From an optimization exercise on the open Yosys and OpenROAD flow, aimed at small area, a short achievable clock period and few clock cycles; shortcuts taken in it are not production practice.
Only simulation tests tie the RTL to the original design; equivalence was not proved.
No activity file was given, so power comes from the tool's default toggle rates.

`flow/config.mk`:
```
export PLATFORM = sky130hd
export DESIGN_NAME = conv_yt
export DESIGN_NICKNAME = conv_yt
export VERILOG_FILES = /design/flow/design.v
export SDC_FILE = /design/flow/constraint.sdc
export NUM_CORES = 4
export LEC_CHECK = 0
export CAP_MARGIN = 20
export CORE_MARGIN = 2
export CORE_UTILIZATION = 40
export SLEW_MARGIN = 20
```
`flow/constraint.sdc`:
```
create_clock -name core_clock -period 26.0 [get_ports {clk}]
set_input_delay 5.2000 -clock core_clock [delete_from_list [all_inputs] [get_ports {clk}]]
set_output_delay 5.2000 -clock core_clock [all_outputs]
set_load 0.01 [all_outputs]
```
`flow/design.v`:
```
module conv_yt(
input             rst,
input             clk, 
output            M0_R_req,
output     [31:0] M0_addr,
input      [31:0] M0_R_data,
output     [3:0]  M0_W_req,
output     [31:0] M0_W_data,
output            M1_R_req,
output     [31:0] M1_addr,
input      [31:0] M1_R_data,
output reg [3:0]  M1_W_req,
output     [31:0] M1_W_data,
input             start,
output reg        finish
);
parameter [2:0] STATE_IDLE   = 3'b000,
                STATE_SETW   = 3'b001,
                STATE_CAL    = 3'b010,
                STATE_FINISH = 3'b011;
reg               weights_write_latched;
reg               buff_write_latched;
reg        [31:0] licnt;
reg        [31:0] limit;
reg               stop_M1_W;
reg        [31:0] delay_weight2;
reg        [31:0] weight_delay;
reg        [31:0] delay_buff;
reg        [31:0] delay_buff2;
reg        [ 2:0] state;
reg        [ 2:0] nxt_state;
reg               setw_b;
reg        [31:0] cnt;
reg               cnt_rst;
reg signed [31:0] weights         [0: 9];
reg signed [31:0] buff            [0:58];
wire        [31:0]partial_product_round[0:8]; 
wire        [63:0]partial_product [0: 8];
reg               weights_input;
reg               buff_write;
reg               weights_write;
wire              state_setw_done;
wire              state_cal_done;
wire       [31:0] out;
integer           i;
reg               licnt_write;
assign partial_product[0] = buff[0] * weights[0];
assign partial_product[1] = buff[1] * weights[1];
assign partial_product[2] = buff[2] * weights[2];
assign partial_product[3] = buff[28] * weights[3];
assign partial_product[4] = buff[29] * weights[4];
assign partial_product[5] = buff[30] * weights[5];
assign partial_product[6] = buff[56] * weights[6];
assign partial_product[7] = buff[57] * weights[7];
assign partial_product[8] = buff[58] * weights[8];
assign partial_product_round[0] = partial_product[0][47:16] + {31'b0 , partial_product[0][15]};
assign partial_product_round[1] = partial_product[1][47:16] + {31'b0 , partial_product[1][15]};
assign partial_product_round[2] = partial_product[2][47:16] + {31'b0 , partial_product[2][15]};
assign partial_product_round[3] = partial_product[3][47:16] + {31'b0 , partial_product[3][15]};
assign partial_product_round[4] = partial_product[4][47:16] + {31'b0 , partial_product[4][15]};
assign partial_product_round[5] = partial_product[5][47:16] + {31'b0 , partial_product[5][15]};
assign partial_product_round[6] = partial_product[6][47:16] + {31'b0 , partial_product[6][15]};
assign partial_product_round[7] = partial_product[7][47:16] + {31'b0 , partial_product[7][15]};
assign partial_product_round[8] = partial_product[8][47:16] + {31'b0 , partial_product[8][15]};
assign out = partial_product_round[0] + partial_product_round[1] + partial_product_round[2] +
             partial_product_round[3] + partial_product_round[4] + partial_product_round[5] +
             partial_product_round[6] + partial_product_round[7] + partial_product_round[8] +
             weights[9];
assign M0_R_req   = 1'b1;
assign M0_W_req   = 4'b0000;
assign M0_W_data  = 32'b0;
assign M1_R_req   = 1'b1;
assign M0_addr    = weights_input ? {20'b0, licnt, 2'b0} : {20'b0, cnt + 10'd784, 2'b0};
assign M1_addr    = {20'b0, cnt-32'd56 ,2'b0};
assign M1_W_data  = out;
assign state_setw_done   = cnt == 32'd9;
assign state_cal_done    = cnt == 32'd783;
reg    [31:0]  M1_addr_delay2;
reg    [31:0]  M1_addr_delay;
always @(posedge clk) begin
    if (~rst) state <= STATE_IDLE;
    else      state <= nxt_state;
end
always @(*) begin
    nxt_state = state;
    case(state)
        STATE_IDLE  :   nxt_state = start                ? STATE_SETW     : STATE_IDLE;
        STATE_SETW  :   nxt_state = state_setw_done      ? STATE_CAL      : STATE_SETW;
        STATE_CAL   :   nxt_state = state_cal_done       ? STATE_FINISH   : STATE_CAL;
        STATE_FINISH:   nxt_state = STATE_IDLE;
    endcase
end
always @(*) begin
    cnt_rst       = 1'b0;
    weights_write = 1'b0;
    buff_write    = 1'b0;
    finish        = 1'b0;
    M1_W_req      = 4'b0000;
    licnt_write   = 1'b0;
    weights_input = 1'b0;
    case(state)
        STATE_IDLE:   begin 
            cnt_rst       = start;
        end
        STATE_SETW:   begin 
            cnt_rst       = state_setw_done;
            weights_write = 1'b1;
            weights_input = 1'b0;
        end
        STATE_CAL:    begin 
            cnt_rst       = state_cal_done;
            buff_write    = 1'b1;
            licnt_write   = 1'b1;
            weights_input = 1'b1;
            if((licnt>=58)&&stop_M1_W==1'b1)begin
                M1_W_req  = 4'b1111;
            end
        end
        STATE_FINISH: begin 
            finish            = 1'b1;
        end
    endcase
end
always @(posedge clk) begin
    if (~rst) begin
        buff_write_latched <= 1'b0;
    end
    else begin
        buff_write_latched <= buff_write;
    end
end
always @(posedge clk) begin
    if (~rst) begin
        weights_write_latched <= 1'b0;
    end
    else begin
        weights_write_latched <= weights_write;
    end
end
always @(posedge clk) begin
    if (~licnt_write) begin
        limit     <= 32'd30;
        licnt     <= 32'b0;
    end
    else begin
        if(licnt==783||licnt==784)begin
            stop_M1_W <= 1'b1;
        end
        else begin
            if(licnt<=limit)begin
                if(licnt < limit-1)begin
                    licnt <= licnt + 32'b1;
                stop_M1_W <= 1'b1;
            end
                else begin
                    licnt <= licnt + 32'b1;
                    stop_M1_W <= 1'b0;
                end
            end
            else begin
                licnt <= licnt + 32'b1;
                stop_M1_W <= 1'b1;
                limit <= limit + 28;
            end
        end
    end
end
always @(posedge clk) begin
    if (~rst) begin
        cnt <= 32'b0;
    end
    else begin
        if(cnt_rst==1)begin
            cnt <= 32'b0;
        end
        else begin
            if(licnt!=limit)begin
                if(licnt!=limit+1)begin
                   cnt <= cnt + 32'b1;
                end
            end
        end
    end
end
always @(posedge clk) begin
    if (~rst) begin
        for (i = 0; i < 10; i = i + 1) begin
            weights[i] <= 32'b0;
        end
    end
    else begin
        if (weights_write_latched) begin
            weights[9] <= M0_R_data;
            for (i = 0; i < 9; i = i + 1) begin
                weights[i] <= weights[i + 1];
            end
        end
    end
end
always @(posedge clk) begin
    if (~rst) begin
        for (i = 0; i < 59; i = i + 1) begin
            buff[i] <= 32'b0;
        end
    end
    else begin
        if (buff_write_latched) begin 
            buff[58]   <= M0_R_data;
            for (i = 0; i < 58; i = i + 1) begin
                buff[i] <= buff[i + 1];
            end
        end
    end
end
endmodule
```
`flow/run.sh`:
```
#!/bin/bash
# synth_recipe.tcl (not shown) runs the flow's synth.tcl, then flattens the netlist and writes it again
# the make line also repeats each setting of config.mk as NAME=value (left out here)
make -C /OpenROAD-flow-scripts/flow DESIGN_CONFIG=/design/flow/config.mk WORK_HOME=/design/flow/orfs CLKGATE_MAP_FILE= SYNTH_SCRIPT=/design/flow/synth_recipe.tcl finish
```
==> flow_summary.yaml <==
clock_tree:
  clkTransAtPathRegs_ns: 0.06
  cts_sinks: 2307
  ctsRootBufferMaster: "clkbuf_16"
  max-clock-path-buffers: 4
  tritoncts: "yes"
  post_cts_buffers: 0
  cts_max_level: 5
  cts.repair.resized: 0
  clock_latency_ns: 1.01
  holdBufCountCts: 0
  cts_made_buffers: 279
timing:
  hold_ws_ns: 0.396
  clock.fmax_ghz: 0.0424
  final-setup-viol-count: 0
  grt_setup_unrepaired: "false"
  slew_headroom_pct: 10.9
  final-hold-violation-count: 0
  fin_crit_sh_pct: 90.6
  setup_tns_ns: 0
  worstMarginPinSlew_ns: 1.33
  finalClockSkew_ns: 0.136
  drv_slew: 0
  period_needed_ns: 23.57
grt:
  grt_pass1_vias: 264000
  track_usage_pct: 24.0
  grt_overflow_total: 0
  grt_pass1_wl_mm: 1630
  antenna_found_initial: 61
  grt_max_degree: 284
layout:
  multiInputGateArea_mm2: 0.269
  drive_gt1_share_pct: 3.47
  fillCellCount: 84500
  fin_util_pct: 42.7
  area_growth_pct: 6.37
  finalNetCount: 44900
  stdcell_count: 47400
  seqCellArea_mm2: 0.0463
worst_setup_path:
  setup.worst_path.end_class: "output port"
  crit_family: "adder cells"
  critPathRequiredTime_ns: 20.80
  crit_path_top_delay_cell: "a221oi_1"
  cp-start-kind: "flop"
  path_common_cell: "fa_1"
  worstPathArrival_ns: 18.37
  r2r_slack_ns: 19.01
  max_stage_delay_ns: 0.96
  r2r_cells: 9
  path_depth: 49
  crit_type: "flop to output port"
  critical_path_buf_inv_count: 7
  crit_fanout: 24
drt:
  drt_wl_total_mm: 1050
  drc: 0
  vias: 240000
  wire_per_inst_um: 22.3
  viasPerCell: 5.08
  dr.first_iter.drc_count: 16900
  ant_nets: 0
  firstDrtPassIters: 6
yosys:
  ys.warnings.count: 3
  synth_area_mm2: 0.352
  synth.distinct_cells: 83
  synth-seq-cells: 2307
  yosysSeqAreaShare_pct: 13.1
  synthCells: 36600
  synth-edff-count: 1
  synthFlopType: "dfxtp_1"
  syn_area_per_cell_um2: 9.61
  async_flop_share_pct: 0
floorplanning:
  start_util_pct: 40.1
  die-height_um: 942
  core_area_mm2: 0.877
  io_pins: 206
  die-area_mm2: 0.887
  die_w_um: 942
  num_rows: 344
run:
  cap_violations: 0
placement:
  gp_congestion: 0.978
  post-dp-hpwl_mm: 787
  dp_cells: 46800
  place.port_buffers: 131
power_and_ir_drop:
  ir_worst_vdd_mv: 0.0494
  p_leak_nw: 160
  powerDensity_mw_per_mm2: 20.8
status:
  status: "complete, no violations"
hold_path:
  hold_class: "flop to flop"
  hold_path_depth: 2
## layout make-up
cell class / count / area share [%]
Multi-Input combinational cell: 24400 / 71.8
Inverter: 7748 / 7.77
Antenna cell: 43 / 0.0287
Tap cell: 11600 / 3.87
Clock buffer: 382 / 2.13
Clock inverter: 105 / 0.374
Sequential cell: 2307 / 12.4
Timing Repair Buffer: 788 / 1.70
## power breakdown
part / switching [mW] / internal [mW] / total, mW / leakage [nW]
registers: 0.00936 / 3.54 / 3.55 / 18.6
clock network: 1.72 / 2.34 / 4.06 / 4.56
logic: 0.102 / 0.0823 / 0.185 / 137
## worst min-delay path, cell delays in order, from the launching register on
cell and delay (ns):
dfxtp_1 0.33, mux2i_1 0.07, nor2b_1 0.09
## layer usage
layer | vias up | part of all wire (%) | GRT usage [%]
met2 | 9498 | 45 | 37.9
met5 | - | 0.061 | 0.0693
li1 | 104000 | - | -
met1 | 125000 | 40 | 31.1
met4 | 34 | 6.0 | 11.3
met3 | 2233 | 9.2 | 5.88
## metrics by stage
| step | instance area (um2) | setup WS (ns) | power [mW] |
|---|---|---|---|
| finish | 374000 | 2.43 | 7.79 |
| detailed placement | 365000 | 3.79 | 3.81 |
| floorplan | 352000 | 8.09 | 3.75 |
| CTS | 374000 | 2.56 | 7.90 |
| global route | 374000 | 1.99 | 8.04 |
| global placement | 365000 | 3.83 | 3.81 |
## cells in the final DEF, fill, tap and decap left out, types with 51 or more instances in the layout
cell type        count
o21ai_0            127
a21o_1             118
mux2i_1           2210
nand3_1             85
nor3_1              90
nand4_1             59
o21a_1              74
a21oi_1            196
nor2b_1           2368
fa_1              7791
inv_1             7748
xnor2_1            549
clkbuf_1            51
and2_1            3852
ha_1              1541
clkbuf_16          285
xor2_1             192
nand2b_1           119
dfxtp_1           2250
dfxtp_2             54
buf_4              647
nor2_1             255
clkdlybuf4s50_1    130
nand2_1           4324
## path summary, 6_finish.rpt
kind                      start             to
min reg2reg        buff[22][28]   buff[21][28]
max reg2reg  buff_write_latched    buff[6][29]
min                buff[22][28]   buff[21][28]
max                 buff[58][6]  M1_W_data[31]
## Yosys cell counts, types with 48 or more instances
| cell | n | area [um2] |
|---|---|---|
| fa_1 | 7792 | 156000 |
| inv_1 | 7748 | 29100 |
| nand2_1 | 4324 | 16200 |
| and2_1 | 3852 | 24100 |
| nor2b_1 | 2368 | 14800 |
| dfxtp_1 | 2306 | 46200 |
| mux2i_1 | 2210 | 22100 |
| clkbuf_1 | 2029 | 7620 |
| ha_1 | 1542 | 19300 |
| xnor2_1 | 566 | 4960 |
| nor2_1 | 255 | 957 |
| xor2_1 | 205 | 1800 |
| a21oi_1 | 197 | 986 |
| buf_1 | 139 | 522 |
| o21ai_0 | 127 | 636 |
| nand2b_1 | 119 | 744 |
| a21o_1 | 118 | 886 |
| nor3_1 | 90 | 450 |
| nand3_1 | 85 | 425 |
| o21a_1 | 74 | 556 |
| nand4_1 | 59 | 369 |
| buf_4 | 48 | 360 |
## sequential cells by signal (all words and copies together) (netlist names), named ones only
register and count:
buff 1888, weights 320, cnt 32, licnt 32, limit 30, buff_write_latched 1, state 1, stop_M1_W 1
weights_write_latched 1
## kinds of logic after synthesis
logic type               Yosys count  synth area share [%]
AND/OR/NAND/NOR                11300                  16.8
buffers and inverters           9965                  10.7
adder cells (fa/ha/maj)         9334                  49.8
flip-flops                      2307                  13.1
multiplexers                    2214                  6.30
XOR/XNOR                         774                  1.94
AO/OA/AOI/OAI                    709                  1.31
other                              2               0.00213
Testbench counts, summed over its fixed seeds: cycles 20,400.

-- afterwards: timing with drivers on the ports --
No port has a modelled driver above. Below, the same layout with a new extraction and two added sets of constraints. Step 1 sets driving cells, clkbuf_16 on the clock port and buf_2 on the other inputs (assumed; they add their load-dependent delay and slew). Step 2, shift: input delay + t, output delay - t, t = (earliest + latest rising clock arrival at the registers) / 2. This alone moves slack from input paths to output paths. a / b / c = no drivers / after step 1 / after step 2; a / b = the first two.
t (ns): 1.118
slack for setup (ns): 2.433 / 2.283 / 3.401
worst register clock-pin slew, ns: 0.08 / 0.08
worst slew at a driven data input, ns: 0.11
After both steps setup and hold are still met in this run. The setup slack of this run moves by -0.150 ns with the drivers and by +0.968 ns with both steps.
